What follows belongs to an exercise in optimizing a design on an open flow for small area; a production flow would make more cautious choices. The RTL was checked by simulation tests, not by an equivalence proof against the original design. Power and IR drop assume default switching activity.

<file path="flow/run.sh">
#!/bin/bash
# Own layout flow: the standard layout (standard.sh), except that
#  - synthesis maps logic with stronger ABC scripts, keeping the smallest result
#    (flow/synth.tcl, flow/abc*.script)
#    and leaves adders to ABC instead of extracting half/full adder cells;
#  - port buffers are buf_1 cells;
#  - the constant outputs share one tie cell.
# The full make output goes to flow.log in the work folder.
set -euo pipefail
W=$(pwd)
bash standard.sh finish \
  "SYNTH_SCRIPT=$W/flow/synth.tcl" \
  "ADDER_MAP_FILE=" \
  "SKIP_REPAIR_TIE_FANOUT=1" \
  "BUFFER_PORTS_ARGS=-buffer_cell sky130_fd_sc_hd__buf_1" > "$W/flow.log" 2>&1
</file>
<file path="flow/abc1.script">
strash
&get -n
&deepsyn -T 20 -S 1
&dch -f
&nf -R 1000
&put
topo
</file>
<file path="flow/abc2.script">
strash
&get -n
&deepsyn -T 20 -S 2
&dch -f
&nf -R 1000
&put
topo
</file>
<file path="flow/abc3.script">
strash
&get -n
&deepsyn -T 20 -S 3
&dch -f
&nf -R 1000
&put
topo
</file>
<file path="flow/abc4.script">
strash
&get -n
&deepsyn -T 20 -S 4
&dch -f
&nf -R 1000
&put
topo
</file>
<file path="flow/synth.tcl">
# The standard synthesis script (synth_recipe.tcl), with one change: ABC
# maps the logic with each of the scripts abc*.script beside this file, and
# the mapping with the smallest cell area is kept. Registers are mapped
# before ABC runs, so they are the standard ones.
set own_dir [file dirname [file normalize [info script]]]
set own_abc_scripts [lsort [glob -directory $own_dir abc*.script]]
proc synth {args} { yosys synth -nofsm -noshare {*}$args }
proc own_area {} {
  set s [tee -q -s result.string stat -liberty [lindex $::env(LIB_FILES) 0]]
  if { [regexp {Chip area for module '[^']*': ([0-9.]+)} $s -> a] } { return $a }
  return 1e30
}
proc abc {args} {
  set i [lsearch -exact $args -script]
  if { $i < 0 } { yosys abc {*}$args; return }
  yosys design -save own_pre_abc
  set best 1e30
  foreach s $::own_abc_scripts {
    yosys design -load own_pre_abc
    lset args [expr {$i + 1}] $s
    yosys abc {*}$args
    set a [own_area]
    puts "OWN_ABC [file tail $s] area $a"
    if { $a < $best } {
      set best $a
      yosys design -save own_best_abc
    }
  }
  yosys design -load own_best_abc
  puts "OWN_ABC kept area $best"
}
source $::env(SCRIPTS_DIR)/synth.tcl
# left out here: clear keep_hierarchy, flatten, clean up, hide names made inside functions, write 1_2_yosys.v
</file>
<file path="standard.sh">
#!/bin/bash
# synth_recipe.tcl (not shown) runs the flow's synth.tcl, then flattens the netlist and writes it again
# the make line also repeats each setting of config.mk as NAME=value (left out here)
make -C /OpenROAD-flow-scripts/flow DESIGN_CONFIG=/design/flow/config.mk WORK_HOME=/design/flow/orfs CLKGATE_MAP_FILE= SYNTH_SCRIPT=/design/flow/synth_recipe.tcl "${@:-finish}"
</file>
<file path="config.mk">
export PLATFORM = sky130hd
export DESIGN_NAME = lab05
export DESIGN_NICKNAME = lab05
export VERILOG_FILES = /design/flow/design.v
export SDC_FILE = /design/flow/constraint.sdc
export NUM_CORES = 4
export LEC_CHECK = 0
export CAP_MARGIN = 20
export CORE_MARGIN = 2
export CORE_UTILIZATION = 40
export CTS_BUF_LIST = sky130_fd_sc_hd__clkbuf_8
export CTS_CLUSTER_DIAMETER = 100
export CTS_CLUSTER_SIZE = 30
export SLEW_MARGIN = 20
</file>
<file path="constraint.sdc">
create_clock -name core_clock -period 10.0 [get_ports {clk}]
set_input_delay 2.0000 -clock core_clock [delete_from_list [all_inputs] [get_ports {clk}]]
set_output_delay 2.0000 -clock core_clock [all_outputs]
set_load 0.01 [all_outputs]
</file>
<file path="design.v">
`timescale 1ns / 1ps
module ClockDivider(clk, rst, tick_disp, tick_in, tick_fsm, pos);
    input clk;
    input rst;
    output tick_disp;
    output tick_in;
    output tick_fsm;
    output [1:0] pos;
    reg [7:0] t;
    always @(posedge clk or posedge rst) begin
        if (rst)
            t <= 8'd4;
        else
            t <= t ^ {&t[6:0], &t[5:0], &t[4:0], &t[3:0], &t[2:0], &t[1:0], t[0], 1'b1};
    end
    assign tick_disp = &t[2:0];                  
    assign tick_in   = (t[4:0] == 5'b10011);       
    assign tick_fsm  = (t == 8'b1000_0011);         
    assign pos = t[4:3];
endmodule
`timescale 1ns / 1ps
module debounce(pulse, pb, clk, rst, en);
  output    pulse;
  input     pb;
  input     clk;
  input     rst;
  input     en;
  reg [2:0] s;
  reg [2:0] nx;
  always @(*) begin
    case ({s, pb})
      4'b000_0: nx = 3'b000;  4'b000_1: nx = 3'b001;
      4'b001_0: nx = 3'b000;  4'b001_1: nx = 3'b010;
      4'b010_0: nx = 3'b000;  4'b010_1: nx = 3'b101;
      4'b101_0: nx = 3'b000;  4'b101_1: nx = 3'b011;
      4'b011_0: nx = 3'b100;  4'b011_1: nx = 3'b110;
      4'b111_0: nx = 3'b000;  4'b111_1: nx = 3'b111;
      4'b110_0: nx = 3'b000;  4'b110_1: nx = 3'b111;
      4'b100_0: nx = 3'b000;  4'b100_1: nx = 3'b001;
      default:  nx = 3'b000;
    endcase
  end
  always @(posedge clk or posedge rst) begin
    if (rst)
      s <= 3'b000;
    else if (en)
      s <= nx;
  end
  assign pulse = s[2] & ~s[0];
endmodule
`timescale 1ns / 1ps
`timescale 1ns / 1ps
module LED7SEG(DISPLAY, clk, rst, en, src);
input clk;
input rst;
input en;
input [3:0] src;
output [6:0] DISPLAY;
reg [3:0] value;
	always @ (posedge clk or posedge rst) begin
		if (rst)
			value <= 4'd0;
		else if (en)
			value <= src;
	end
	assign DISPLAY = (value==4'd0) ? 7'b0000001 :
						(value==4'd1) ? 7'b1001111 :
						(value==4'd2) ? 7'b0010010 :
						(value==4'd3) ? 7'b0000110 :
						(value==4'd4) ? 7'b1001100 :
						(value==4'd5) ? 7'b0100100 :
						(value==4'd6) ? 7'b0100000 :
						(value==4'd7) ? 7'b0001111 :
						(value==4'd8) ? 7'b0000000 :
						(value==4'd9) ? 7'b0000100 :
						(value==4'd10) ? 7'b0100111 :     
						(value==4'd11) ? 7'b1100011 :     
						(value==4'd12) ? 7'b0111011 :     
						(value==4'd13) ? 7'b1110010 :     
						(value==4'd14) ? 7'b0111000 :     
						                 7'b0110000;      
endmodule
`timescale 1ns / 1ps
module lab05(clk, rst, money_5, money_10, cancel, check, count_down, LED, DIGIT, DISPLAY);
    input clk;
    input rst;
    input money_5;
    input money_10;
    input cancel;
    input check;
    input count_down;
    output [15:0] LED;
    output [3:0] DIGIT;
    output [6:0] DISPLAY;
    function [12:0] inc13(input [12:0] x);
        integer i;
        reg c;
        begin
            c = 1'b1;
            for (i = 0; i < 13; i = i + 1) begin
                inc13[i] = x[i] ^ c;
                c = c & x[i];
            end
        end
    endfunction
    function [3:0] inc4(input [3:0] x);
        inc4 = {x[3] ^ (&x[2:0]), x[2] ^ (&x[1:0]), x[1] ^ x[0], ~x[0]};
    endfunction
    function [3:0] dec4(input [3:0] x);
        dec4 = {x[3] ^ ~(|x[2:0]), x[2] ^ ~(|x[1:0]), x[1] ^ ~x[0], ~x[0]};
    endfunction
    function [3:0] sub5(input [3:0] x);
        reg c2;
        begin
            c2 = x[1] | x[0];
            sub5 = {~(x[3] ^ (x[2] & c2)), x[2] ^ c2, ~(x[1] ^ x[0]), ~x[0]};
        end
    endfunction
    wire tick_disp, tick_in, tick_fsm;
    wire [1:0] pos;
    ClockDivider timebase(clk, rst, tick_disp, tick_in, tick_fsm, pos);
    wire m5, m10, can, chk, cnt;
    debounce d_m5(m5, money_5, clk, rst, tick_in);
    debounce d_m10(m10, money_10, clk, rst, tick_in);
    debounce d_can(can, cancel, clk, rst, tick_in);
    debounce d_chk(chk, check, clk, rst, tick_in);
    debounce d_cnt(cnt, count_down, clk, rst, tick_in);
    localparam INIT = 3'b000, DEP = 3'b011, AMT = 3'b001, REL = 3'b111,
               CHJ = 3'b100, CHG = 3'b110;
    reg [2:0] state, next_state;
    reg [3:0] R1, R2, next_R1, next_R2;
    reg h, next_h;
    reg led, next_led;
    reg [12:0] count;
    wire slow = (state == REL) | (state == CHJ) | (state == CHG);
    wire fsm_en = slow ? tick_fsm : tick_in;
    wire timeout = &count;
    wire dep_event = can | m5 | m10 | chk;
    wire J = (state == CHJ);
    wire in_chg = (state == CHG);
    wire iter = J & (count[3:0] != 4'hF);
    wire at50 = (R1[2:0] == 3'd5) & ~h;
    wire below50 = (R1[2:0] != 3'd5);
    wire [3:0] R1m1 = dec4(R1);
    wire [3:0] R2m1 = dec4(R2);
    always @(*) begin
        next_state = state;
        next_R1 = R1;
        next_R2 = R2;
        next_h = h;
        next_led = led;
        case (state)
            INIT: begin
                next_state = DEP;
            end
            DEP: begin
                if (can) begin
                    next_R2 = {1'b0, h, 1'b0, h};
                    next_h = 1'b0;
                    next_led = 1'b0;
                    next_state = CHG;
                end else if (m5) begin
                    if (at50)
                        next_R2 = 4'd9;
                    else if (h) begin
                        if (below50) begin
                            next_R1 = inc4(R1);
                            next_h = 1'b0;
                            next_R2 = {R1[2:0], h};
                        end
                    end else
                        next_h = 1'b1;
                end else if (m10) begin
                    if (at50)
                        next_R2 = 4'd9;
                    else if (below50) begin
                        next_R1 = inc4(R1);
                        next_R2 = {R1[2:0], h};
                    end
                end else if (chk) begin
                    next_led = 1'b0;
                    next_state = AMT;
                end else if (timeout) begin
                    next_R2 = {1'b0, h, 1'b0, h};
                    next_h = 1'b0;
                    next_led = 1'b0;
                    next_state = CHG;
                end
            end
            AMT: begin
                if (cnt)
                    next_R2 = R2m1;
                else if (can) begin
                    next_R2 = {1'b0, h, 1'b0, h};
                    next_h = 1'b0;
                    next_state = CHG;
                end else if (chk)
                    next_state = REL;
            end
            REL: begin
                next_R2 = {1'b0, h, 1'b0, h};
                next_h = 1'b0;
                next_led = 1'b1;
                next_state = CHJ;
            end
            CHJ: begin
                if (iter) begin
                    if (R2 == 4'd0) begin
                        next_R2 = (R1 == 4'd0) ? 4'd7 : 4'd9;
                        next_R1 = (R1 == 4'd0) ? 4'd12 : R1m1;
                    end else
                        next_R2 = R2m1;
                end else
                    next_state = CHG;
            end
            CHG: begin
                if (R1 != 4'd0)
                    next_R1 = R1m1;
                else if (R2 != 4'd0)
                    next_R2 = sub5(R2);
                else
                    next_state = INIT;
            end
            default: next_state = INIT;
        endcase
    end
    always @(posedge clk or posedge rst) begin
        if (rst) begin
            state <= INIT;
            R1 <= 4'd0;
            R2 <= 4'd0;
            h <= 1'b0;
            led <= 1'b0;
        end else if (fsm_en | iter) begin
            state <= next_state;
            R1 <= next_R1;
            R2 <= next_R2;
            h <= next_h;
            led <= next_led;
        end
    end
    wire in_dep = (state == DEP);
    wire count_inc = (in_dep & tick_in & ~dep_event) | iter;
    wire count_clr = (in_dep & tick_in & dep_event) | ~(in_dep | (state == REL) | J);
    wire count_load = (state == REL) & fsm_en;
    reg [12:0] count_carry;
    integer k;
    always @(*) begin
        count_carry[0] = count_inc;
        for (k = 1; k < 13; k = k + 1)
            count_carry[k] = count_carry[k - 1] & count[k - 1];
    end
    always @(posedge clk) begin
        if (count_clr)
            count <= 13'd0;
        else if (count_load)
            count <= {9'd0, ~R2};
        else
            count <= count ^ count_carry;
    end
    reg [3:0] src;
    always @(*) begin
        case (pos)
            2'd0: src = {J, 1'b0, J, 1'b0};                          
            2'd1: src = J ? 4'd11 : (in_chg ? 4'd0 : R2);          
            2'd2: src = J ? 4'd12 : R1;                              
            default: src = J ? 4'd13 : (in_chg ? R2 : {1'b0, h, 1'b0, h});  
        endcase
    end
    LED7SEG seven(DISPLAY, clk, rst, tick_disp, src);
    assign DIGIT = (pos == 2'd0) ? 4'b1110 :
                   (pos == 2'd1) ? 4'b0111 :
                   (pos == 2'd2) ? 4'b1011 : 4'b1101;
    assign LED = {15'd0, led};
endmodule
</file>
==> results of run 1 <==
area by class of cell:
cell class	instances	share of cell area, %
tap	96	3.99
inverter	15	1.87
clock inverter	3	0.540
clock buffer	5	2.29
sequential	53	41.9
timing repair buffer	21	2.91
multi-input combinational	252	46.5
sequential cells by signal (all words and copies together), names as in the netlist:
signal,count
state,3
timebase.t,8
d_cnt.s,3
d_m5.s,3
d_chk.s,3
led,1
d_m10.s,3
h,1
d_can.s,3
R1,4
seven.value,4
R2,4
count,13
power groups by stage:
stage | clock network [mW] | registers (mW) | logic (mW)
2_1_floorplan | 0 | 0.221 | 0.0125
3_3_place_gp | 0 | 0.221 | 0.0114
3_5_place_dp | 0 | 0.221 | 0.0114
4_1_cts | 0.124 | 0.217 | 0.0114
5_1_grt | 0.131 | 0.217 | 0.0132
6_report | 0.119 | 0.217 | 0.0110
worst min-delay path by stage:
stage	startpoint	end	slack (ps)	cells after the start
after floorplan	count[12]	count[12]	440	2
after global placement	count[12]	count[12]	450	2
after detailed placement	count[10]	count[10]	470	1
after CTS	timebase.t[7]	timebase.t[7]	480	1
after global routing	timebase.t[7]	timebase.t[7]	500	1
final	timebase.t[7]	timebase.t[7]	480	1
cells in the final DEF (no fill, tap or decap), drive strengths merged, types with 3 or more instances in the layout:
cell type  synthesis  layout
o22ai             12      12
a32o               4       4
nor2b              7       7
and2               3       3
and3              10      10
dfrtp             39      39
nand3              7       7
nand2b             6       6
buf               16      21
xor2              10      10
nand2             42      42
a21oi             35      35
xnor2              7       7
clkinv            15      15
clkbuf             0       5
a31oi              4       4
o21a               3       3
dfxtp             13      13
o32ai              3       3
nor4               3       3
nor3              17      17
o21ai             19      19
o31ai              3       3
nor2              35      35
a21o               4       4
inv                0       3
routing by layer:
layer	up-vias	GRT usage, %	routed length (microns)
li1	1212	-	-
met4	0	4.13	53
met3	4	2.92	285
met1	1110	24.0	2900
met2	63	24.6	2630
met5	-	0	0
through the flow:
step | hold slack (ps) | instances | power (mW) | area, sq um | utilization [%]
floorplan | 440 | 336 | 0.233 | 2830 | -
global placement | 452 | 436 | 0.232 | 2920 | 42.7
detailed placement | 466 | 437 | 0.232 | 2930 | 42.8
CTS | 484 | 445 | 0.352 | 3010 | 44.1
global route | 499 | 445 | 0.362 | 3010 | 44.1
finish | 482 | 445 | 0.347 | 3010 | 44.1
kinds of logic (layout without fill, tap and decap cells):
group                  Yosys count  after routing  share of synthesized area (%)
other                            1              1                          0.132
AND/OR/NAND/NOR                137            137                           22.7
flip-flops                      53             53                           44.6
multiplexers                     1              1                          0.353
buffers and inverters           31             44                           6.23
XOR/XNOR                        17             17                           5.26
AO/OA/AOI/OAI                   96             96                           20.8
worst max-delay path, delay by kind of cell (launching register included):
| kind | cells | cell delay, ps |
|---|---|---|
| AO/OA/AOI/OAI | 3 | 480 |
| flip-flops | 1 | 460 |
| buffers and inverters | 1 | 140 |
| AND/OR/NAND/NOR | 1 | 220 |
==> impl_metrics.toml, run 1 <==
[clock_network]
cts_sinks = 53
cts.path.max_buffers = 2
clk-insertion-delay-late_ps = 300
ctsHtreeMaxLevel = 2
cts_buffers = 5
clk_pin_slew_ps = 100
hold_buffers = 0
cts_tree = "done"
postCtsSetupBuffers = 0
clockRootBuffer = "clkbuf_8"
cts.repair.resized = 0

[timing]
setup_viol = 0
skew_ps = 13.3
setup_slack_ps = 6400
period_minus_slack_ps = 3600
post-route-period-util_pct = 36.0
rsz0062_at_grt = "no"
relSlewSlack_pct = 43.5
clock.fmax_mhz = 278
final_hold_viol_count = 0
finalSetupTns_ps = 0
slew_violations = 0
tightest_slew_ps = 840

[critical_path]
worstPathArrival_ps = 1600
worstRegToRegCells = 15
crit_required_ps = 8000
cp-end-kind = "primary output"
path_class = "flip-flop to primary output"
path_cells = "nand2b_1 -> a21oi_1 -> o21a_1 -> a21o_1 -> buf_1"
reg2reg_from = "timebase.t[4]"
r2r_slack_ps = 6520
slowest_stage = "dfrtp_1"
worstReg2RegEnd = "R2[2]"
crit_fanout = 7
max_stage_delay_ps = 460
crit_path_start = "seven.value[1]"
crit_end = "DISPLAY[0]"
crit_path_start_kind = "flip-flop"

[hold_path]
worstHoldPathType = "flip-flop to flip-flop"

[final_layout]
area_delta_synth_final_pct = 6.27
seqCellArea_sq_um = 1260
layout-drive-gt1-share_pct = 3.44
n_fill_cell = 717
multi_input_area_sq_um = 1400
fin_nets = 355
diodes = 0

[global_route]
grt_overflow_total = 0
antenna_found_initial = 0
grt_pass1_vias = 2093
grt_use_total_pct = 16.2
grt_first_pass_wirelength_microns = 10000
grt_max_degree = 41

[status]
status = "no timing/DRC/antenna violations"

[logic_synthesis]
yosysMostFrequentCell = "nand2_1"
syn_nets = 343
yosys-top-cells-count = "nand2_1, dfrtp_1, a21oi_1, nor2_1, o21ai_0"
ys_seq_area_share_pct = 44.6
ys.flop_type = "dfrtp_1"
ys_types = 40
async_reset_ff_share_pct = 75.5
synth.cell_area_sq_um = 2830
avgSynthCellArea_sq_um = 8.43
synth_area_leaders = "dfrtp_1, dfxtp_1, a21oi_1, nand2_1, nor2_1"
syn-instance-count = 336
ys_ff_latch = 53
synth-edff-count = 0
yosysWarnings = 4
yosysTopAreaCell = "dfrtp_1"
synth_top_area_share_pct = 34.5

[power]
p_comb_share_pct = 3.2
power.leakage_nw = 1.24
p_seq_share_pct = 62.4
swShare_pct = 23.0
power_density_nw_per_um2 = 115
p_int_mw = 0.267
clkPwrFrac_pct = 34.4
p_sw_mw = 0.0800
ir_worst_vdd_mv = 0.0457

[placed_design]
gp_congestion = 0.854
io_buffers = 18
hpwl_microns = 4220
pre_cts_slack_ps = 6620

[floorplanning]
core_sq_um = 6830
die_w_microns = 88.2
io_pins = 34
floorplan.initialDensity_pct = 41.5
fp-row-count = 30
fp.dieH_microns = 88.2
dieArea_sq_um = 7770

[drt]
drt-initial-drc-count = 154
ant_nets = 0
dr.pass1.iters = 4
wirelength_microns = 5870
via_per_inst = 5.37
drc = 0
drt-wirelength-per-cell_microns = 13.2
vias = 2389

[job]
maxCapViolations = 0
==> inputs of run 2 (changes only) <==
--- a/config.mk
+++ b/config.mk
@@ -8,7 +8,7 @@
 export CAP_MARGIN = 20
 export CORE_MARGIN = 2
 export CORE_UTILIZATION = 40
-export CTS_BUF_LIST = sky130_fd_sc_hd__clkbuf_8
-export CTS_CLUSTER_DIAMETER = 100
-export CTS_CLUSTER_SIZE = 30
+export CTS_BUF_LIST = sky130_fd_sc_hd__clkbuf_16
+export CTS_CLUSTER_DIAMETER = 200
+export CTS_CLUSTER_SIZE = 60
 export SLEW_MARGIN = 20
==> run 2 against run 1 <==
  * Still clean
  * Worst setup slack improved by 19 ps
  * Via count decreased by 0.29%
  * Clock skew decreased by 3.7 ps
  * Total power grew 15%
  * Synthesized area unchanged
  * Combinational power barely moved
  * Critical endpoint unchanged
  * Largest cell class unchanged
==> impl_metrics.toml, run 2 <==
[logic_synthesis]
ys.flop_type = "dfrtp_1"
syn-instance-count = 336
ys_ff_latch = 53
yosysWarnings = 4
avgSynthCellArea_sq_um = 8.43
synth.cell_area_sq_um = 2830
synth_top_family_by_area = "simple AND/OR/NAND/NOR gates"
ys_seq_area_share_pct = 44.6
synth.area.mux_share_pct = 0.353
synth-edff-count = 0
synthSimpleGateAreaFrac_pct = 22.7
async_reset_ff_share_pct = 75.5
synth_area_leaders = "dfrtp_1, dfxtp_1, a21oi_1, nand2_1, nor2_1"
synth_top_area_share_pct = 34.5
synth_adder_area_share_pct = 0
synth-compound-area-share_pct = 20.8
syn_nets = 343
yosysTopAreaCell = "dfrtp_1"
synthXorXnorAreaFrac_pct = 5.26
yosysMostFrequentCell = "nand2_1"
ys_types = 40
yosys-top-cells-count = "nand2_1, dfrtp_1, a21oi_1, nor2_1, o21ai_0"

[power]
power.leakage_nw = 1.27
power_mw = 0.398
power_density_nw_per_um2 = 130
ir_worst_vdd_mv = 0.0587

[floorplanning]
dieArea_sq_um = 7770
io_pins = 34
fp-row-count = 30
core_sq_um = 6830
fp.dieH_microns = 88.2
die_w_microns = 88.2
floorplan.initialDensity_pct = 41.5

[placed_design]
gp_congestion = 0.854
placed_area_sq_um = 2930
io_buffers = 18
dp_cells = 437
hpwl_microns = 4220
pre_cts_slack_ps = 6620

[hold_path]
min_path_cells = 1
hold_start = "timebase.t[7]"
worstHoldPathType = "flip-flop to flip-flop"
holdPathEnd = "timebase.t[7]"

[final_layout]
largest_reg_flops = 13
top_register = "count"
fin_nets = 355
layout-drive-gt1-share_pct = 3.44
diodes = 0
layout_top_registers = "count (13), timebase.t (8)"
final_cell_mix = "nand2_1, dfrtp_1, a21oi_1, nor2_1, o21ai_0"
final_common_cell = "nand2_1"
instances_no_fill = 445
final_area_sq_um = 3070
area_delta_synth_final_pct = 8.26
final_util_pct = 44.9

[drt]
ant_nets = 0
dr.pass1.iters = 4
via_per_inst = 5.35
drc = 0
wirelength_microns = 5900
vias = 2382
drt-wirelength-per-cell_microns = 13.3
drt-initial-drc-count = 169

[global_route]
grt_first_pass_wirelength_microns = 10100
antenna_found_initial = 0
grt_overflow_total = 0
grt_max_degree = 41
grt_use_total_pct = 16.3
grt_pass1_vias = 2090

[timing]
period_minus_slack_ps = 3580
relSlewSlack_pct = 46.6
final_hold_viol_count = 0
skew_ps = 9.62
post-route-period-util_pct = 35.8
clock.fmax_mhz = 279
setup_viol = 0
finalSetupTns_ps = 0
setup_slack_ps = 6420
slew_violations = 0
tightest_slew_ps = 794
rsz0062_at_grt = "no"
worst_hold_slack_ps = 478

[clock_network]
cts.repair.resized = 0
cts_tree = "done"
clockRootBuffer = "clkbuf_16"
hold_buffers = 0
cts_sinks = 53
clk_pin_slew_ps = 70
postCtsSetupBuffers = 0
ctsHtreeMaxLevel = 2
cts_buffers = 5
clk-insertion-delay-late_ps = 290
cts.path.max_buffers = 2

[critical_path]
r2r_slack_ps = 6550
crit_required_ps = 8000
worstRegToRegCells = 15
cp-end-kind = "primary output"
worstReg2RegEnd = "R2[2]"
crit_path_start_kind = "flip-flop"
reg2reg_from = "timebase.t[4]"
path_class = "flip-flop to primary output"
worstPathArrival_ps = 1580
crit_fanout = 7

[job]
maxCapViolations = 0

[status]
status = "no timing/DRC/antenna violations"
==> run 2: changes by cell type in the layout (fill, tap and decap cells not counted) <==
| cell | delta |
|---|---|
| clkbuf_16 | +5 |
| clkbuf_8 | -5 |
==> run 2: layer usage <==
metal / GRT usage [%] / part of all wire [%] / vias to the layer above
met5: 0 / 0 / -
met4: 4.13 / 1.2 / 0
met3: 2.92 / 3.8 / 7
met2: 24.7 / 45 / 51
met1: 24.3 / 50 / 1109
li1: - / - / 1215
==> run 2: layout make-up <==
class	instances	area, sq um
flip-flops and latches	53	1260
clock inverters	3	16.3
well taps	96	120
multi-input cells	252	1400
fillers	710	3760
repair buffers	21	87.6
clock buffers	5	125
inverters	15	56.3
==> run 2: kinds of logic (layout without fill, tap and decap cells) <==
group	Yosys count	after routing
muxes	1	1
and+or+nand+nor	137	137
other	1	1
xor gates and xnor gates	17	17
AOI/OAI and AO/OA	96	96
buffers and inverters	31	44
DFF	53	53
==> run 2: worst max-delay path by stage <==
stage              startpoint         end  depth (start not counted)
6_report       seven.value[1]  DISPLAY[0]                          5
3_5_place_dp    timebase.t[3]       R2[2]                         15
3_3_place_gp    timebase.t[3]       R2[2]                         15
5_1_grt         timebase.t[4]       R2[2]                         15
4_1_cts        seven.value[1]  DISPLAY[0]                          6
2_1_floorplan  seven.value[1]  DISPLAY[0]                          5
==> run 2: power by group <==
part / total (mW) / switching, mW / internal, mW
clock: 0.170 / 0.0778 / 0.0923
combinational: 0.0110 / 0.00829 / 0.00273
sequential: 0.217 / 0.00121 / 0.215
==> run 2: critical path, stage by stage, from the launching register on <==
cell      delay [ps]
dfrtp_1          450
nand2b_1         220
a21oi_1          200
o21a_1           170
a21o_1           110
buf_1            140
==> inputs of run 3 (changes only) <==
--- a/config.mk
+++ b/config.mk
@@ -8,7 +8,6 @@
 export CAP_MARGIN = 20
 export CORE_MARGIN = 2
 export CORE_UTILIZATION = 40
-export CTS_BUF_LIST = sky130_fd_sc_hd__clkbuf_16
-export CTS_CLUSTER_DIAMETER = 200
-export CTS_CLUSTER_SIZE = 60
+export CTS_BUF_LIST = sky130_fd_sc_hd__clkbuf_4 sky130_fd_sc_hd__clkbuf_8
+export CTS_CLUSTER_SIZE = 40
 export SLEW_MARGIN = 20
==> run 3 against run 2 <==
  * Die area did not move
  * Clock power is 28% lower
  * Cell area fell by 1.7%
  * Critical path depth unchanged
  * Sequential power is essentially flat
  * Register-to-register slack got worse by 30 ps
  * Wire length fell by 0.51%
  * Combinational power about the same
  * Synthesized cell count is the same
  * Critical endpoint unchanged
  * Largest cell class unchanged
==> impl_metrics.toml, run 3 <==
[global_route]
antenna_found_initial = 0
grt_overflow_total = 0
grt_max_degree = 41
grt_pass1_vias = 2093
grt_first_pass_wirelength_microns = 10000
grt_use_total_pct = 16.2

[floorplanning]
dieArea_sq_um = 7770
fp-row-count = 30
floorplan.initialDensity_pct = 41.5
die_w_microns = 88.2
fp.dieH_microns = 88.2
io_pins = 34
core_sq_um = 6830

[final_layout]
layout_top_registers = "count (13), timebase.t (8)"
final_cell_mix = "nand2_1, dfrtp_1, a21oi_1, nor2_1, o21ai_0"
final_common_cell = "nand2_1"
instances_no_fill = 445
top_register = "count"
fin_nets = 355
n_fill_cell = 718
diodes = 0
layout-drive-gt1-share_pct = 3.72
final_util_pct = 44.1
area_delta_synth_final_pct = 6.40
largest_reg_flops = 13

[logic_synthesis]
syn-instance-count = 336
synth_top_area_share_pct = 34.5
yosysMostFrequentCell = "nand2_1"
ys.flop_type = "dfrtp_1"
async_reset_ff_share_pct = 75.5
synth-edff-count = 0
yosysWarnings = 4
ys_ff_latch = 53
ys_seq_area_share_pct = 44.6
yosys-top-cells-count = "nand2_1, dfrtp_1, a21oi_1, nor2_1, o21ai_0"
avgSynthCellArea_sq_um = 8.43
syn_nets = 343
yosysTopAreaCell = "dfrtp_1"
ys_types = 40
synth_area_leaders = "dfrtp_1, dfxtp_1, a21oi_1, nand2_1, nor2_1"
synth.cell_area_sq_um = 2830

[power]
power.leakage_nw = 1.24
power_density_nw_per_um2 = 116
power_mw = 0.351
ir_worst_vdd_mv = 0.0487

[drt]
drt-wirelength-per-cell_microns = 13.2
vias = 2392
ant_nets = 0
via_per_inst = 5.38
wirelength_microns = 5870
drc = 0
dr.pass1.iters = 4
drt-initial-drc-count = 155

[timing]
final_hold_viol_count = 0
slew_violations = 0
tightest_slew_ps = 840
period_minus_slack_ps = 3600
finalSetupTns_ps = 0
setup_viol = 0
setup_slack_ps = 6400
clock.fmax_mhz = 278
relSlewSlack_pct = 43.5
rsz0062_at_grt = "no"
post-route-period-util_pct = 36.0
skew_ps = 12.6

[critical_path]
crit_path_start_kind = "flip-flop"
max_stage_delay_ps = 460
critPathTopFamily = "compound AO/OA/AOI/OAI gates"
reg2reg_from = "timebase.t[4]"
worstReg2RegEnd = "R2[2]"
path_buf_inv = 1
crit_fanout = 7
crit_required_ps = 8000
path_cells = "nand2b_1 -> a21oi_1 -> o21a_1 -> a21o_1 -> buf_1"
path_class = "flip-flop to primary output"
worstRegToRegCells = 15
slowest_stage = "dfrtp_1"
r2r_slack_ps = 6520
worstPathArrival_ps = 1600
cp-end-kind = "primary output"

[placed_design]
io_buffers = 18
dp_cells = 437
pre_cts_slack_ps = 6620
hpwl_microns = 4220
gp_congestion = 0.854

[clock_network]
cts_sinks = 53
clk-insertion-delay-late_ps = 300
cts_buffers = 5
cts_tree = "done"
clk_pin_slew_ps = 100
postCtsSetupBuffers = 0
hold_buffers = 0
ctsHtreeMaxLevel = 2
clockRootBuffer = "clkbuf_8"
cts.repair.resized = 0
cts.path.max_buffers = 2

[hold_path]
worstHoldPathType = "flip-flop to flip-flop"
min_path_cells = 1
hold_start = "timebase.t[7]"
holdPathEnd = "timebase.t[7]"

[status]
status = "no timing/DRC/antenna violations"

[job]
maxCapViolations = 0
## run 3: cell counts after synthesis
Identical to the previous run, type by type.
## run 3: area by class of cell
type	count	area [sq um]	share of cell area, %
Tap cell	96	120	3.99
Multi-Input combinational cell	252	1400	46.4
Clock buffer	6	76.3	2.53
Timing Repair Buffer	21	87.6	2.91
Sequential cell	53	1260	41.9
Clock inverter	2	12.5	0.415
Inverter	15	56.3	1.87
## run 3: worst max-delay path by stage
stage                        start         end  slack [ps]  depth (start not counted)
global route         timebase.t[4]       R2[2]        6210                         15
CTS                 seven.value[1]  DISPLAY[0]        6400                          6
global placement     timebase.t[3]       R2[2]        6750                         15
finish              seven.value[1]  DISPLAY[0]        6400                          5
detailed placement   timebase.t[3]       R2[2]        6620                         15
floorplan           seven.value[1]  DISPLAY[0]        6840                          5
## run 3: per-stage QoR
| step | area [sq um] | hold WS (ps) |
|---|---|---|
| 5_1_grt | 3010 | 499 |
| 6_report | 3010 | 482 |
| 4_1_cts | 3010 | 484 |
| 3_3_place_gp | 2920 | 452 |
| 3_5_place_dp | 2930 | 466 |
| 2_1_floorplan | 2830 | 440 |
## run 3: power by group
part | switching, mW | total [mW] | internal [mW]
clock | 0.0703 | 0.123 | 0.0526
combinational | 0.00827 | 0.0110 | 0.00273
sequential | 0.00122 | 0.217 | 0.215
## run 3: per-layer routing
layer	vias up	GRT usage, %	share of wire [%]
met5	-	0	0
met4	0	4.13	0.90
met1	1110	23.9	49
met3	4	2.92	4.9
met2	65	24.6	45
li1	1213	-	-
## run 3: logic make-up after synthesis
| kind of cell | synth area share [%] |
|---|---|
| AND/OR/NAND/NOR | 22.7 |
| AO/OA/AOI/OAI | 20.8 |
| flip-flops | 44.6 |
| buffers and inverters | 6.23 |
| XOR/XNOR | 5.26 |
| multiplexers | 0.353 |
| other | 0.132 |
==> inputs of run 4 (changes only) <==
--- a/config.mk
+++ b/config.mk
@@ -5,9 +5,9 @@
 export SDC_FILE = /design/flow/constraint.sdc
 export NUM_CORES = 4
 export LEC_CHECK = 0
-export CAP_MARGIN = 20
+export CAP_MARGIN = 0
 export CORE_MARGIN = 2
 export CORE_UTILIZATION = 40
 export CTS_BUF_LIST = sky130_fd_sc_hd__clkbuf_4 sky130_fd_sc_hd__clkbuf_8
 export CTS_CLUSTER_SIZE = 40
-export SLEW_MARGIN = 20
+export SLEW_MARGIN = 0
==> run 4 against run 3 <==
  * Flip-flop and latch count did not move
  * Still clean
  * Clock power is 25% higher
  * Utilization increased by 0.37 points
  * Total power grew 9.0%
  * Clock skew about the same
  * First-iteration DRC count fell by 5.8%
  * Synthesized cell count stayed put
  * Wire length increased by 2.0%
  * Sequential share of layout area is 0.34 points lower
  * Register-to-register slack worse by 60 ps
==> impl_metrics.toml, run 4 <==
[logic_synthesis]
ys_ff_latch = 53
synth.area.mux_share_pct = 0.353
yosysTopAreaCell = "dfrtp_1"
ys.flop_type = "dfrtp_1"
ys_types = 40
synthSimpleGateAreaFrac_pct = 22.7
syn_nets = 343
yosysMostFrequentCell = "nand2_1"
syn-instance-count = 336
yosysWarnings = 4
synthXorXnorAreaFrac_pct = 5.26
synth_top_area_share_pct = 34.5
synth-edff-count = 0
yosys-top-cells-count = "nand2_1, dfrtp_1, a21oi_1, nor2_1, o21ai_0"
synth.cell_area_sq_um = 2830
synth-compound-area-share_pct = 20.8
synth_area_leaders = "dfrtp_1, dfxtp_1, a21oi_1, nand2_1, nor2_1"
synth_top_family_by_area = "simple AND/OR/NAND/NOR gates"
synth_adder_area_share_pct = 0
ys_seq_area_share_pct = 44.6
async_reset_ff_share_pct = 75.5
avgSynthCellArea_sq_um = 8.43

[floorplanning]
die_w_microns = 88.2
floorplan.initialDensity_pct = 41.5
io_pins = 34
core_sq_um = 6830
fp.dieH_microns = 88.2
fp-row-count = 30
dieArea_sq_um = 7770

[timing]
relSlewSlack_pct = 16.6
skew_ps = 12.7
setup_viol = 0
rsz0062_at_grt = "no"
period_minus_slack_ps = 3600
post-route-period-util_pct = 36.0
clock.fmax_mhz = 278
tightest_slew_ps = 1240
slew_violations = 0
final_hold_viol_count = 0
finalSetupTns_ps = 0

[final_layout]
area_delta_synth_final_pct = 7.29
final_common_cell = "nand2_1"
final_area_sq_um = 3040
diodes = 0
fin_nets = 354
top_register = "count"
final_cell_mix = "nand2_1, dfrtp_1, a21oi_1, nor2_1, o21ai_0"
layout_top_registers = "count (13), timebase.t (8)"
layout-drive-gt1-share_pct = 3.45
final_util_pct = 44.5
largest_reg_flops = 13

[drt]
via_per_inst = 5.41
wirelength_microns = 5990
drt-wirelength-per-cell_microns = 13.5
dr.pass1.iters = 5
vias = 2400
ant_nets = 0
drt-initial-drc-count = 146
drc = 0

[critical_path]
worstReg2RegEnd = "R2[2]"
crit_fanout = 7
crit_required_ps = 8000
reg2reg_from = "timebase.t[3]"
worstRegToRegCells = 15
crit_path_start_kind = "flip-flop"
cp-end-kind = "primary output"
r2r_slack_ps = 6460
worstPathArrival_ps = 1600
path_class = "flip-flop to primary output"

[clock_network]
cts.path.max_buffers = 2
clockRootBuffer = "clkbuf_8"
cts_tree = "done"
hold_buffers = 0
clk_pin_slew_ps = 100
postCtsSetupBuffers = 0
cts_buffers = 5
clk-insertion-delay-late_ps = 310
cts.repair.resized = 0
ctsHtreeMaxLevel = 2
cts_sinks = 53

[placed_design]
hpwl_microns = 4270
io_buffers = 18
placed_area_sq_um = 2920
gp_congestion = 0.854

[power]
power.leakage_nw = 1.25
power_density_nw_per_um2 = 126
ir_worst_vdd_mv = 0.0591

[status]
status = "no timing/DRC/antenna violations"

[hold_path]
holdPathEnd = "timebase.t[7]"
worstHoldPathType = "flip-flop to flip-flop"
hold_start = "timebase.t[7]"
min_path_cells = 1

[global_route]
grt_max_degree = 41
antenna_found_initial = 0
grt_use_total_pct = 16.8
grt_overflow_total = 0
grt_pass1_vias = 2140
grt_first_pass_wirelength_microns = 10400

[job]
maxCapViolations = 0
## run 4: routing by layer
metal | vias up | wire, microns | GRT usage (%)
met5 | - | 0 | 0
met4 | 0 | 67 | 4.55
met3 | 5 | 229 | 2.83
met2 | 46 | 2660 | 25.3
met1 | 1142 | 3030 | 25.0
li1 | 1207 | - | -
## run 4: power by group
part | internal (mW) | switching [mW]
Sequential | 0.215 | 0.00120
Combinational | 0.00273 | 0.00832
Clock | 0.0817 | 0.0728
## run 4: critical path, stage by stage (launching register included)
cell	delay [ps]
dfrtp_1	460
nand2b_1	220
nand2_1	110
nor2_1	40
o21a_1	180
a21o_1	170
buf_1	120
## run 4: final cells by class
type	count	area [sq um]
fill	710	3790
multi-input combinational	252	1400
sequential	53	1260
tap	96	120
clock buffer	6	82.6
timing repair buffer	20	82.6
inverter	15	56.3
clock inverter	2	36.3
## run 4: cell families after synthesis
family | after synthesis
compound gates | 96
xor+xnor | 17
buf+inv | 31
flops | 53
mux | 1
other cells | 1
simple gates | 137
## run 4: how the worst max path moves through the flow
stage                     cells past startpoint         end      startpoint  slack [ps]
after CTS                                     6  DISPLAY[0]  seven.value[1]        6390
after floorplan                               5  DISPLAY[0]  seven.value[1]        6840
final                                         6  DISPLAY[0]  seven.value[1]        6400
after detailed placement                     15       R2[2]   timebase.t[4]        6560
after global placement                       15       R2[2]   timebase.t[3]        6750
after global routing                         15       R2[2]   timebase.t[4]        6130
## run 4: per-stage QoR
stage	hold slack (ps)	total power, mW	instances	setup WS (ps)
floorplan	440	0.233	336	6840
global placement	452	0.232	436	6750
detailed placement	466	0.232	436	6560
CTS	483	0.386	444	6390
global route	502	0.397	444	6130
finish	480	0.382	444	6400
==> inputs of run 5 (changes only) <==
==> flow/abc12.script (new file) <==
strash
&get -n
&deepsyn -T 20 -S 12
&dch -f
&nf -R 1000
&put
topo
==> flow/abc7.script (new file) <==
strash
&get -n
&deepsyn -T 20 -S 7
&dch -f
&nf -R 1000
&put
topo
--- a/config.mk
+++ b/config.mk
@@ -5,9 +5,9 @@
 export SDC_FILE = /design/flow/constraint.sdc
 export NUM_CORES = 4
 export LEC_CHECK = 0
-export CAP_MARGIN = 0
+export CAP_MARGIN = 20
 export CORE_MARGIN = 2
 export CORE_UTILIZATION = 40
 export CTS_BUF_LIST = sky130_fd_sc_hd__clkbuf_4 sky130_fd_sc_hd__clkbuf_8
 export CTS_CLUSTER_SIZE = 40
-export SLEW_MARGIN = 0
+export SLEW_MARGIN = 20
==> run 5 against run 4 <==
  * Clock power is about 20% lower
  * Die area stayed put
  * Register-to-register slack gained 60 ps
  * Synthesized area is the same
  * Still clean
  * Critical path type unchanged
==> impl_metrics.toml, run 5 <==
[status]
status = "no timing/DRC/antenna violations"

[timing]
period_minus_slack_ps = 3600
slew_violations = 0
clock.fmax_mhz = 278
rsz0062_at_grt = "no"
finalSetupTns_ps = 0
tightest_slew_ps = 840
setup_viol = 0
skew_ps = 12.6
relSlewSlack_pct = 43.5
post-route-period-util_pct = 36.0
setup_slack_ps = 6400
final_hold_viol_count = 0

[clock_network]
cts_tree = "done"
cts.repair.resized = 0
clk_pin_slew_ps = 100
cts_buffers = 5
cts_sinks = 53
clockRootBuffer = "clkbuf_8"
ctsHtreeMaxLevel = 2
clk-insertion-delay-late_ps = 300
postCtsSetupBuffers = 0
hold_buffers = 0
cts.path.max_buffers = 2

[critical_path]
path_buf_inv = 1
crit_required_ps = 8000
worstPathArrival_ps = 1600
critPathTopFamily = "compound AO/OA/AOI/OAI gates"
worstReg2RegEnd = "R2[2]"
path_cells = "nand2b_1 -> a21oi_1 -> o21a_1 -> a21o_1 -> buf_1"
slowest_stage = "dfrtp_1"
crit_path_start_kind = "flip-flop"
path_class = "flip-flop to primary output"
r2r_slack_ps = 6520
reg2reg_from = "timebase.t[4]"
crit_fanout = 7
cp-end-kind = "primary output"
worstRegToRegCells = 15
max_stage_delay_ps = 460

[logic_synthesis]
syn-instance-count = 336
synth-edff-count = 0
ys.flop_type = "dfrtp_1"
async_reset_ff_share_pct = 75.5
yosysWarnings = 4
synthSimpleGateAreaFrac_pct = 22.7
ys_ff_latch = 53
synthXorXnorAreaFrac_pct = 5.26
synth_top_family_by_area = "simple AND/OR/NAND/NOR gates"
yosysMostFrequentCell = "nand2_1"
yosysTopAreaCell = "dfrtp_1"
synth_top_area_share_pct = 34.5
synth.area.mux_share_pct = 0.353
synth_area_leaders = "dfrtp_1, dfxtp_1, a21oi_1, nand2_1, nor2_1"
synth_adder_area_share_pct = 0
avgSynthCellArea_sq_um = 8.43
synth.cell_area_sq_um = 2830
ys_types = 40
yosys-top-cells-count = "nand2_1, dfrtp_1, a21oi_1, nor2_1, o21ai_0"
synth-compound-area-share_pct = 20.8
ys_seq_area_share_pct = 44.6
syn_nets = 343

[floorplanning]
die_w_microns = 88.2
core_sq_um = 6830
dieArea_sq_um = 7770
fp.dieH_microns = 88.2
fp-row-count = 30
floorplan.initialDensity_pct = 41.5
io_pins = 34

[placed_design]
io_buffers = 18
gp_congestion = 0.854
hpwl_microns = 4220
pre_cts_slack_ps = 6620
placed_area_sq_um = 2930

[global_route]
grt_pass1_vias = 2093
grt_max_degree = 41
grt_overflow_total = 0
antenna_found_initial = 0
grt_first_pass_wirelength_microns = 10000
grt_use_total_pct = 16.2

[final_layout]
layout-drive-gt1-share_pct = 3.72
layout_top_registers = "count (13), timebase.t (8)"
top_register = "count"
largest_reg_flops = 13
diodes = 0
fin_nets = 355
n_fill_cell = 718
final_cell_mix = "nand2_1, dfrtp_1, a21oi_1, nor2_1, o21ai_0"
final_common_cell = "nand2_1"
final_area_sq_um = 3010
area_delta_synth_final_pct = 6.40

[drt]
wirelength_microns = 5870
drt-wirelength-per-cell_microns = 13.2
vias = 2392
via_per_inst = 5.38
dr.pass1.iters = 4
ant_nets = 0
drt-initial-drc-count = 155
drc = 0

[power]
power_density_nw_per_um2 = 116
power.leakage_nw = 1.24
ir_worst_vdd_mv = 0.0487

[job]
maxCapViolations = 0

[hold_path]
min_path_cells = 1
holdPathEnd = "timebase.t[7]"
hold_start = "timebase.t[7]"
worstHoldPathType = "flip-flop to flip-flop"
==> run 5: cell counts after synthesis <==
No cell type changed its count.
==> run 5: report_power, final <==
part / internal [mW] / switching (mW) / total (mW)
combinational: 0.00273 / 0.00827 / 0.0110
sequential: 0.215 / 0.00122 / 0.217
clock: 0.0526 / 0.0703 / 0.123
total: 0.271 / 0.0798 / 0.351
==> run 5: cell families (layout without fill, tap and decap cells) <==
group | count (synthesis) | in the layout
flip-flops | 53 | 53
AO/OA/AOI/OAI | 96 | 96
XOR/XNOR | 17 | 17
AND/OR/NAND/NOR | 137 | 137
buffers and inverters | 31 | 44
multiplexers | 1 | 1
other | 1 | 1
==> run 5: final cells by class <==
cell class | count | area (sq um) | area share, %
inverters | 15 | 56.3 | 1.87
multi-input cells | 252 | 1400 | 46.4
well taps | 96 | 120 | 3.99
clock inverters | 2 | 12.5 | 0.415
flip-flops and latches | 53 | 1260 | 41.9
clock buffers | 6 | 76.3 | 2.53
repair buffers | 21 | 87.6 | 2.91
==> run 5: how the worst max path moves through the flow <==
stage                              start    endpoint  cells after the start
after floorplan           seven.value[1]  DISPLAY[0]                      5
after global placement     timebase.t[3]       R2[2]                     15
after detailed placement   timebase.t[3]       R2[2]                     15
after CTS                 seven.value[1]  DISPLAY[0]                      6
after global routing       timebase.t[4]       R2[2]                     15
final                     seven.value[1]  DISPLAY[0]                      5
==> run 5: worst reg2reg max path, cell delays in order (launching register included) <==
cell	delay (ps)
dfrtp_1	460
nor2b_1	350
clkinv_1	190
or3_1	550
o32ai_1	350
o31a_1	300
o21ai_0	130
a21oi_1	170
nor3_1	70
nor2_1	180
a21o_1	170
clkinv_1	90
o41ai_1	90
a21oi_1	110
nor2_1	110
a21oi_1	50
==> run 5: through the flow <==
step / instances / hold slack [ps] / total power, mW / utilization [%]
after global placement: 436 / 452 / 0.232 / 42.7
after global routing: 445 / 499 / 0.365 / 44.1
after CTS: 445 / 484 / 0.356 / 44.1
after floorplan: 336 / 440 / 0.233 / -
final: 445 / 482 / 0.351 / 44.1
after detailed placement: 437 / 466 / 0.232 / 42.8
==> run 5: routing by layer <==
layer / wire length, microns / vias to the layer above / track usage [%]
li1: - / 1213 / -
met1: 2890 / 1110 / 23.9
met2: 2630 / 65 / 24.6
met3: 288 / 4 / 2.92
met4: 53 / 0 / 4.13
met5: 0 / - / 0

what the ideal ports hide:
The results above use ideal ports. As a check the final layouts listed here were re-extracted and re-timed, cells and wires unchanged.
Step 1 (the two cells are an assumption about what drives the block):
set clk [get_ports {clk}]
set_driving_cell -lib_cell sky130_fd_sc_hd__clkbuf_16 $clk
set_driving_cell -lib_cell sky130_fd_sc_hd__buf_2 [delete_from_list [all_inputs] $clk]
Step 2 moves the port delays by t, midway between the first and last clock arrival at a register: inputs arrive t later, outputs are due t later. That takes back most of the time a late clock gives input paths.
Three values: no drivers, after step 1, after step 2; two values: the first two.
| run | t, ns | setup slack, ns | worst setup path after step 2 | pins driven straight from the clock port |
|---|---|---|---|---|
| run 1 | 0.327 | 6.399 / 6.369 / 6.517 | register to register | 1 |
| run 2 | 0.319 | 6.418 / 6.387 / 6.546 | register to register | 1 |
| run 3 | 0.327 | 6.397 / 6.367 / 6.517 | register to register | 1 |
| run 4 | 0.332 | 6.399 / 6.371 / 6.462 | register to register | 1 |
| run 5 | 0.327 | 6.397 / 6.367 / 6.517 | register to register | 1 |
After both steps every run listed still meets setup and hold.
